This is an optimization exercise on Yosys and OpenROAD, whose aim is small area, a short achievable clock period and few clock cycles, not a production implementation.
In this exercise RTL edits were held to simulation tests only and were not proved equivalent to the original.
No activity file was given, so power comes from the tool's default toggle rates.

==> flow/design.v <==
module simple_cpu (
    input clk,
    input rst_n,
    input instr_valid,
    input [15:0] instr,
    output instr_ready,
    input [7:0] mem_rdata,
    input mem_ready,
    output reg mem_req,
    output reg mem_we,
    output [7:0] mem_addr,
    output [7:0] mem_wdata,
    output reg done,
    output reg [3:0] flags   
);
  reg [7:0] regfile[0:7];
  reg x_alu;   
  reg x_fix;   
  reg [2:0] x_rd;
  reg [3:0] x_imm;
  reg c_add, c_sub, c_g, c_p, c_shl, c_shr;
  reg [7:0] opa;   
  reg [7:0] opb;   
  reg a_c4;   
  integer i;
  wire x_ld = mem_req & ~mem_we;
  wire mwait = mem_req & ~mem_ready;
  wire stall = x_fix | mwait;
  assign instr_ready = ~stall;
  wire accept = instr_valid & ~stall;
  assign mem_wdata = opa;
  assign mem_addr = {opb[7:4] + {3'b000, a_c4}, opb[3:0]};
  wire [7:0] bx = opb ^ {8{c_sub}};
  wire [7:0] p = opa ^ bx;
  wire [7:0] g = opa & bx;
  wire [7:0] g1, p1, g2, p2, g3, p3;
  genvar k;
  generate
    for (k = 0; k < 8; k = k + 1) begin : pfx
      if (k % 2 == 1) begin : l1a
        assign g1[k] = g[k] | (p[k] & g[k-1]);
        assign p1[k] = p[k] & p[k-1];
      end else begin : l1b
        assign g1[k] = g[k];
        assign p1[k] = p[k];
      end
      if (k % 4 >= 2) begin : l2a
        assign g2[k] = g1[k] | (p1[k] & g1[(k/4)*4+1]);
        assign p2[k] = p1[k] & p1[(k/4)*4+1];
      end else begin : l2b
        assign g2[k] = g1[k];
        assign p2[k] = p1[k];
      end
      if (k >= 4) begin : l3a
        assign g3[k] = g2[k] | (p2[k] & g2[3]);
        assign p3[k] = p2[k] & p2[3];
      end else begin : l3b
        assign g3[k] = g2[k];
        assign p3[k] = p2[k];
      end
    end
  endgenerate
  wire [7:0] cy = {g3[6:0] | (p3[6:0] & {7{c_sub}}), c_sub};
  wire [7:0] sum = p ^ cy;
  wire [7:0] shl = opa << opb[2:0];
  wire [7:0] shr = opa >> opb[2:0];
  wire [7:0] alu_res = ({8{c_add}} & sum) | ({8{c_g}} & g) | ({8{c_p}} & p) |
                       ({8{c_shl}} & shl) | ({8{c_shr}} & shr);
  wire [7:0] wr_val = alu_res | ({8{x_ld}} & mem_rdata);
  wire wr_en = x_alu | (x_ld & mem_ready);
  wire [3:0] i_op = instr[15:12];
  wire [2:0] i_rd = instr[11:9];
  wire [2:0] i_rs = instr[7:5];
  wire [3:0] i_imm = instr[3:0];
  wire i_alu = (i_op >= 4'h1) && (i_op <= 4'h8);
  wire i_mem = (i_op == 4'h9) || (i_op == 4'hA);
  wire i_immop = (i_op == 4'h6) || (i_op == 4'h7) || (i_op == 4'h8);
  wire [2:0] ra = i_rd;
  wire [2:0] rb = i_rs;
  wire [3:0] ri = i_imm;
  wire [7:0] ra_oh = 8'b1 << ra;
  wire [7:0] rb_oh = 8'b1 << rb;
  reg [7:0] rf_a, rf_b;
  always @(*) begin
    rf_a = 8'h00;
    rf_b = 8'h00;
    for (i = 0; i < 8; i = i + 1) begin
      rf_a = rf_a | ({8{ra_oh[i]}} & regfile[i]);
      rf_b = rf_b | ({8{rb_oh[i]}} & regfile[i]);
    end
  end
  wire [3:0] lp = rf_b[3:0] ^ ri;
  wire [3:0] lg = rf_b[3:0] & ri;
  wire lc1 = lg[0];
  wire lc2 = lg[1] | (lp[1] & lg[0]);
  wire lc3 = lg[2] | (lp[2] & lg[1]) | (lp[2] & lp[1] & lg[0]);
  wire lc4 = lg[3] | (lp[3] & lg[2]) | (lp[3] & lp[2] & lg[1]) | (lp[3] & lp[2] & lp[1] & lg[0]);
  wire [4:0] lo = {lc4, lp[3] ^ lc3, lp[2] ^ lc2, lp[1] ^ lc1, lp[0]};
  wire [4:0] lo_fix = {1'b0, opb[3:0]} + {1'b0, x_imm};
  wire fwd_a = wr_en && (x_rd == i_rd);
  wire hz_b = wr_en && (x_rd == i_rs);   
  wire fwd_b = hz_b && !i_immop;
  wire [7:0] opb_rf = i_mem ? {rf_b[7:4], lo[3:0]} : (i_immop ? {4'h0, i_imm} : rf_b);
  always @(posedge clk) begin
    c_add <= accept & ((i_op == 4'h1) || (i_op == 4'h2) || (i_op == 4'h6));
    c_sub <= accept & (i_op == 4'h2);
    c_g   <= accept & ((i_op == 4'h3) || (i_op == 4'h4));   
    c_p   <= accept & ((i_op == 4'h4) || (i_op == 4'h5));   
    c_shl <= accept & (i_op == 4'h7) & !i_imm[3];
    c_shr <= accept & (i_op == 4'h8) & !i_imm[3];
    opa <= ({8{stall}} & opa) | ({8{~stall & fwd_a}} & wr_val) | ({8{~stall & ~fwd_a}} & rf_a);
    opb <= ({8{mwait}} & opb) | ({8{x_fix}} & {opb[7:4], lo_fix[3:0]}) |
           ({8{~stall & fwd_b}} & wr_val) | ({8{~stall & ~fwd_b}} & opb_rf);
    a_c4 <= (mwait & a_c4) | (x_fix & lo_fix[4]) | (~stall & lo[4]);
    if (!stall) begin
      x_rd  <= i_rd;
      x_imm <= i_imm;
      mem_we <= (i_op == 4'hA);
    end
  end
  always @(posedge clk or negedge rst_n) begin
    if (!rst_n) begin
      x_alu <= 1'b0;
      x_fix <= 1'b0;
      mem_req <= 1'b0;
      done <= 1'b0;
      flags <= 4'b0;
      for (i = 0; i < 8; i = i + 1) regfile[i] <= 8'h0;
    end else begin
      x_alu <= accept & i_alu;
      if (x_fix) begin
        x_fix <= 1'b0;
        mem_req <= 1'b1;
      end else if (!mwait) begin
        x_fix <= accept & i_mem & hz_b;
        mem_req <= accept & i_mem & ~hz_b;
      end
      if (accept && i_op == 4'hF) done <= 1'b1;
      if (wr_en) regfile[x_rd] <= wr_val;
      if (x_alu) begin
        flags[3] <= (alu_res == 8'h0);
        flags[2] <= alu_res[7];
      end
    end
  end
endmodule
clock: 5.0 ns
lec_check: 0
abc_area: 1
cap_margin: 20
core_margin: 2
core_utilization: 40
setup_slack_margin: 2.5
slew_margin: 20
standard.sh (not shown) runs the stock make flow with config.mk's settings and CLKGATE_MAP_FILE= SYNTH_SCRIPT=/design/flow/synth_recipe.tcl, a recipe that flattens the netlist after the stock synthesis.
==> flow/flow/run.sh <==
#!/bin/bash
# Standard layout, with plain buf_1 cells as the port buffers.
set -euo pipefail
bash standard.sh "BUFFER_PORTS_ARGS=-buffer_cell sky130_fd_sc_hd__buf_1" finish > make_finish.log 2>&1
The baseline finished with timing, DRC and antenna clean.
Testbench counts at the start, summed over its fixed seeds: cycles 4,970.
Then changed:
--- a/flow/design.v
+++ b/flow/design.v
@@ -62,10 +62,17 @@
   endgenerate
   wire [7:0] cy = {g3[6:0] | (p3[6:0] & {7{c_sub}}), c_sub};
   wire [7:0] sum = p ^ cy;
-  wire [7:0] shl = opa << opb[2:0];
-  wire [7:0] shr = opa >> opb[2:0];
+  wire [2:0] rot = opb[2:0];
+  wire [7:0] r1 = rot[0] ? {opa[6:0], opa[7]} : opa;
+  wire [7:0] r2 = rot[1] ? {r1[5:0], r1[7:6]} : r1;
+  wire [7:0] r3 = rot[2] ? {r2[3:0], r2[7:4]} : r2;
+  reg [7:0] shmask;
+  always @(*) begin
+    for (i = 0; i < 8; i = i + 1)
+      shmask[i] = (c_shl & (i >= rot)) | (c_shr & ((rot == 3'd0) | (i < rot)));
+  end
   wire [7:0] alu_res = ({8{c_add}} & sum) | ({8{c_g}} & g) | ({8{c_p}} & p) |
-                       ({8{c_shl}} & shl) | ({8{c_shr}} & shr);
+                       (shmask & r3);
   wire [7:0] wr_val = alu_res | ({8{x_ld}} & mem_rdata);
   wire wr_en = x_alu | (x_ld & mem_ready);
   wire [3:0] i_op = instr[15:12];
@@ -100,7 +107,8 @@
   wire fwd_a = wr_en && (x_rd == i_rd);
   wire hz_b = wr_en && (x_rd == i_rs);   
   wire fwd_b = hz_b && !i_immop;
-  wire [7:0] opb_rf = i_mem ? {rf_b[7:4], lo[3:0]} : (i_immop ? {4'h0, i_imm} : rf_b);
+  wire [2:0] i_rot = (i_op == 4'h8) ? 3'd0 - i_imm[2:0] : i_imm[2:0];
+  wire [7:0] opb_rf = i_mem ? {rf_b[7:4], lo[3:0]} : (i_immop ? {4'h0, i_imm[3], i_rot} : rf_b);
   always @(posedge clk) begin
     c_add <= accept & ((i_op == 4'h1) || (i_op == 4'h2) || (i_op == 4'h6));
     c_sub <= accept & (i_op == 4'h2);
=> The new run completed without violations. Die area fell by a few percent. Total power stays flat. Via count falls slightly. Fmax increases slightly. Cell count falls slightly. Cell area rises slightly. Register-to-register slack improved by 0.06 ns. Non-clock buffer count came out higher by 10. Setup slack gains 0.013 ns. Count of clock-buffer cells in the layout rises by 2. Clock skew hardly moves. Worst hold slack stays flat. Wire length falls by a few percent.
Testbench counts after the change, summed over its fixed seeds: cycles 4,970.

[port drivers added, routing unchanged]
In the flow no input, the clock included, has a driving cell. The finished layouts below were timed again as built, in two steps.
Step 1 assumes that a clkbuf_16 drives the clock port and a buf_2 every other input.
Step 2 times the ports against the registers' clock, not the clock port: input delays grow and output delays shrink by t, the midpoint of the rising clock arrivals with the driver on.
Three values: ideal, step 1, step 2; two values: the first two.
| run | t, ns | slack for setup (ns) | worst hold slack (ns) | worst setup path at the end | pins driven straight from the clock port |
|---|---|---|---|---|---|
| the first run | 0.398 | 2.447 / 2.427 / 2.029 | 0.484 / 0.484 / 0.484 | input to register | 1 |
| the second run | 0.380 | 2.460 / 2.449 / 2.069 | 0.485 / 0.485 / 0.485 | input to register | 1 |
After both steps every run listed still meets setup and hold. The setup slack of the first run, which loses most, moves by -0.020 ns with the drivers and by -0.418 ns with both steps.
